Context: an optimization exercise on an open-source flow, tuned for small area. The choices shown serve that exercise and are no tape-out recipe. In this exercise RTL edits were held to simulation tests only and were not proved equivalent to the original. The flow treats the clock pin as an ideal source. Dropping or thinning the clock tree relies on that and would not hold on a real chip. No activity file was given, so power comes from the tool's default toggle rates.

## alpha
Design watch_top, start of the top module:
module watch_top(
    clk,
    reset,
	i_run_en,
	i_freq,
    o_sec,
    o_min,
    o_hour
    );
parameter P_COUNT_BIT = 30;  
parameter P_SEC_BIT	 = 6;  
parameter P_MIN_BIT	 = 6;  
parameter P_HOUR_BIT = 5;  
input 							clk;
input 							reset;
input 							i_run_en;
input		[P_COUNT_BIT-1:0]	i_freq;
output reg 	[P_SEC_BIT-1:0]		o_sec;
output reg 	[P_MIN_BIT-1:0]		o_min;
output reg 	[P_HOUR_BIT-1:0]	o_hour;
wire w_one_sec_tick;
one_sec_gen 
# (
	.P_COUNT_BIT	(P_COUNT_BIT) 
) u_one_sec_gen(
	.clk 				(clk			),
	.reset 				(reset			),
	.i_run_en			(i_run_en		),
	.i_freq				(i_freq			),
	.o_one_sec_tick 	(w_one_sec_tick	)
);
reg r_started;
wire w_sec_last  = &{o_sec[5:3], o_sec[1:0]};
wire w_min_last  = &{o_min[5:3], o_min[1:0]};
wire w_hour_last = &{o_hour[4], o_hour[2:0]};
	always @(posedge clk) begin
	    if(reset) begin
			o_sec		<= 0;
			o_min		<= 0;
			o_hour		<= 0;
			r_started	<= 1'b0;
		end else if(w_one_sec_tick) begin
			r_started	<= 1'b1;
			if (r_started) begin
				if (w_sec_last) begin
					o_sec <= 0;
					if (w_min_last) begin
						o_min <= 0;
						if (w_hour_last)
							o_hour <= 0;
						else
							o_hour <= o_hour + 1'b1;
					end else begin
						o_min <= o_min + 1'b1;
					end
				end else begin
					o_sec <= o_sec + 1'b1;
				end
			end
		end
	end
endmodule
Settings: LEC_CHECK=0, CAP_MARGIN=20, CORE_MARGIN=2, CORE_UTILIZATION=40, SLEW_MARGIN=20; clock period 10.0 ns.
standard.sh (not shown) runs the stock make flow with config.mk's settings and CLKGATE_MAP_FILE= SYNTH_SCRIPT=/design/flow/synth_recipe.tcl, a recipe that flattens the netlist after the stock synthesis.
==> flow/flow/run.sh <==
#!/bin/bash
# Standard synthesis; then the tick divider re-written as hand-mapped cells
# (proved equivalent to the standard netlist, else an abc area re-mapping is
# used); then the standard layout with small port buffers and a one-level
# clock tree (flow/cts_post.tcl replaces the tree that CTS builds).
set -euo pipefail
W=$PWD
RES=$W/orfs/results/$FLOW_PLATFORM/watch_top/base
LIB=$FLOW_HOME/platforms/$FLOW_PLATFORM/lib/sky130_fd_sc_hd__tt_025C_1v80.lib
sub() { sed -e "s#@LIB@#$LIB#g" -e "s#@TOP@#$FLOW_TOP#g" -e "s#@ABC@#$W/flow/area.abc#g" "$@"; }

# 1. the standard synthesis, unchanged
bash standard.sh $RES/1_2_yosys.v > $W/synth.log 2>&1
cp $RES/1_2_yosys.v $W/1_2_yosys_std.v

# 2. hand-mapped divider, checked against the standard netlist
ok=0
if python3 $W/flow/handmap.py $W/1_2_yosys_std.v $W/hand.v > $W/handmap.log 2>&1; then
  sub -e "s#@IN@#$W/hand.v#" -e "s#@STAT@#$W/hand_stat.txt#" -e "s#@OUT@#$W/hand_mapped.v#" \
    $W/flow/map.ys.in > $W/map.ys
  sub -e "s#@GOLD@#$W/1_2_yosys_std.v#" -e "s#@GATE@#$W/hand_mapped.v#" $W/flow/eq.ys.in > $W/eq.ys
  if yosys -s $W/map.ys > $W/map.log 2>&1 && yosys -s $W/eq.ys > $W/eq.log 2>&1; then
    ok=1
  fi
fi
if [ $ok = 1 ]; then
  echo "using the hand-mapped netlist" > $W/netlist_choice.txt
  cp $W/hand_mapped.v $RES/1_2_yosys.v
else
  echo "using the abc re-mapped netlist" > $W/netlist_choice.txt
  seq=$(grep -o 'sky130_fd_sc_hd__[a-z0-9]*_[0-9]*' $W/1_2_yosys_std.v | sort -u | grep -E '__(df|edf|sdf|dl)' || true)
  bb=""; for c in $seq; do bb="$bb blackbox $c;"; done
  sub -e "s#@BLACKBOX@#$bb#" -e "s#@IN@#$W/1_2_yosys_std.v#" -e "s#@STAT@#$W/resyn_stat.txt#" \
    -e "s#@OUT@#$RES/1_2_yosys.v#" $W/flow/resyn.ys.in > $W/resyn.ys
  yosys -s $W/resyn.ys > $W/resyn.log 2>&1
fi

# 3. the standard layout from the new netlist
bash standard.sh finish \
  BUFFER_PORTS_ARGS="-buffer_cell sky130_fd_sc_hd__buf_1" \
  CTS_ARGS="-sink_clustering_enable -repair_clock_nets -dont_use_dummy_load -buf_list sky130_fd_sc_hd__clkbuf_8 -root_buf sky130_fd_sc_hd__clkbuf_8" \
  POST_CTS_TCL=$W/flow/cts_post.tcl \
  > $W/layout.log 2>&1
==> flow/flow/cts_post.tcl <==
# Replace the clock tree that CTS built with one level of clock buffers:
# the flip-flops are split into CTS_K groups along the longer side of their
# bounding box, and each group gets one buffer at its centre. The clock port
# then drives only these buffers.
set cts_k 3
set cts_cell sky130_fd_sc_hd__clkbuf_8
set old {}
foreach b [get_cells -quiet clkbuf_*] { lappend old [get_full_name $b] }
puts "cts_post: removing [llength $old] CTS buffers: $old"
set ninst_before [llength [[ord::get_db_block] getInsts]]
if { [llength $old] > 0 } { remove_buffers {*}$old }
if { [llength [[ord::get_db_block] getInsts]] != $ninst_before - [llength $old] } {
  error "cts_post: removing the CTS buffers removed other cells too"
}
set dbu [[ord::get_db_tech] getDbUnitsPerMicron]
set pts {}
foreach i [[ord::get_db_block] getInsts] {
  set net [$i findITerm CLK]
  if { $net == "NULL" } { continue }
  if { ![string match "sky130_fd_sc_hd__df*" [[$i getMaster] getName]] } { continue }
  set bb [$i getBBox]
  lappend pts [list [$i getName] [expr {([$bb xMin] + [$bb xMax]) / 2.0 / $dbu}] \
    [expr {([$bb yMin] + [$bb yMax]) / 2.0 / $dbu}]]
}
set xs [lsort -real [lmap p $pts {lindex $p 1}]]
set ys [lsort -real [lmap p $pts {lindex $p 2}]]
set ax [expr {([lindex $xs end] - [lindex $xs 0]) >= ([lindex $ys end] - [lindex $ys 0]) ? 1 : 2}]
set pts [lsort -real -index $ax $pts]
set n [llength $pts]
for {set g 0} {$g < $cts_k} {incr g} {
  set lo [expr {$g * $n / $cts_k}]
  set hi [expr {($g + 1) * $n / $cts_k - 1}]
  set pins {}; set sx 0; set sy 0
  foreach p [lrange $pts $lo $hi] {
    lappend pins [get_pins -of_objects [get_cells [lindex $p 0]] -filter "name == CLK"]
    set sx [expr {$sx + [lindex $p 1]}]
    set sy [expr {$sy + [lindex $p 2]}]
  }
  set m [expr {$hi - $lo + 1}]
  insert_buffer -buffer_cell $cts_cell -net clk -load_pins $pins \
    -buffer_name clkbuf_leaf_$g -net_name clknet_leaf_$g \
    -location [list [expr {$sx / $m}] [expr {$sy / $m}]]

}
foreach g [get_nets clknet_leaf_*] {
  [[ord::get_db_block] findNet [get_full_name $g]] setSigType CLOCK
}
detailed_placement
estimate_parasitics -placement
set worst 0
foreach p [get_pins -of_objects [get_cells -filter "ref_name =~ sky130_fd_sc_hd__df*"] -filter "name == CLK"] {
  set s [get_property $p slew_max]
  if { $s > $worst } { set worst $s }
}
puts "cts_post: [llength [get_pins -of_objects [get_nets clk]]] pins on clk, worst flip-flop clock slew $worst"
report_checks -path_delay min -digits 3 -format end
report_checks -path_delay max -digits 3 -format end
Other scripts of this flow, unchanged in this note and not shown: flow/flow/area.abc, flow/flow/eq.ys.in, flow/flow/handmap.py, flow/flow/map.ys.in, flow/flow/resyn.ys.in
diff inputs: alpha => epsilon
--- a/flow/flow/cts_post.tcl
+++ b/flow/flow/cts_post.tcl
@@ -9,7 +9,3 @@
 puts "cts_post: removing [llength $old] CTS buffers: $old"
-set ninst_before [llength [[ord::get_db_block] getInsts]]
-if { [llength $old] > 0 } { remove_buffers {*}$old }
-if { [llength [[ord::get_db_block] getInsts]] != $ninst_before - [llength $old] } {
-  error "cts_post: removing the CTS buffers removed other cells too"
-}
+if { [llength $old] > 0 } { remove_buffers $old }
 set dbu [[ord::get_db_tech] getDbUnitsPerMicron]
[summary]
epsilon vs alpha: final area down by a little under 10%
Post-route fraction of the period consumed by the critical path, alpha and epsilon, lower one = epsilon.
epsilon reports a lower layout-stage area growth over the synthesis result than alpha does.
Relative to alpha, maximum VDD drop has gone down in epsilon.
epsilon against alpha: worst setup slack higher, total design power lower, overall routed net length lower, largest net degree at the start of global routing higher, via count lower.
Between alpha and epsilon, the clock group total power is lower for epsilon.

## re-timing with driven ports
No port has a modelled driver above. Below, the same layouts with a new extraction and two added sets of constraints. Step 1 (the two cells are an assumption about what drives the block):
set clk [get_ports {clk}]
set_driving_cell -lib_cell sky130_fd_sc_hd__clkbuf_16 $clk
set_driving_cell -lib_cell sky130_fd_sc_hd__buf_2 [delete_from_list [all_inputs] $clk]
Step 2 also shifts input and output timing later by t, the mid clock arrival at the registers, as if the neighbouring blocks saw the same clock. Three values: ideal, step 1, step 2; two values: the first two.
| run | shift t [ns] | setup WS [ns] | worst register clock-pin slew, ns | worst data-port slew with drivers (ns) |
|---|---|---|---|---|
| alpha | 0.197 | 3.475 / 3.491 / 3.295 | 0.10 / 0.10 | 0.04 |
| epsilon | 0.197 | 3.611 / 3.595 / 3.398 | 0.10 / 0.10 | 0.50 |
After both steps every run listed still meets setup and hold. For epsilon, which loses most, drivers alone change the setup slack by -0.016 ns; drivers and shift together by -0.213 ns.
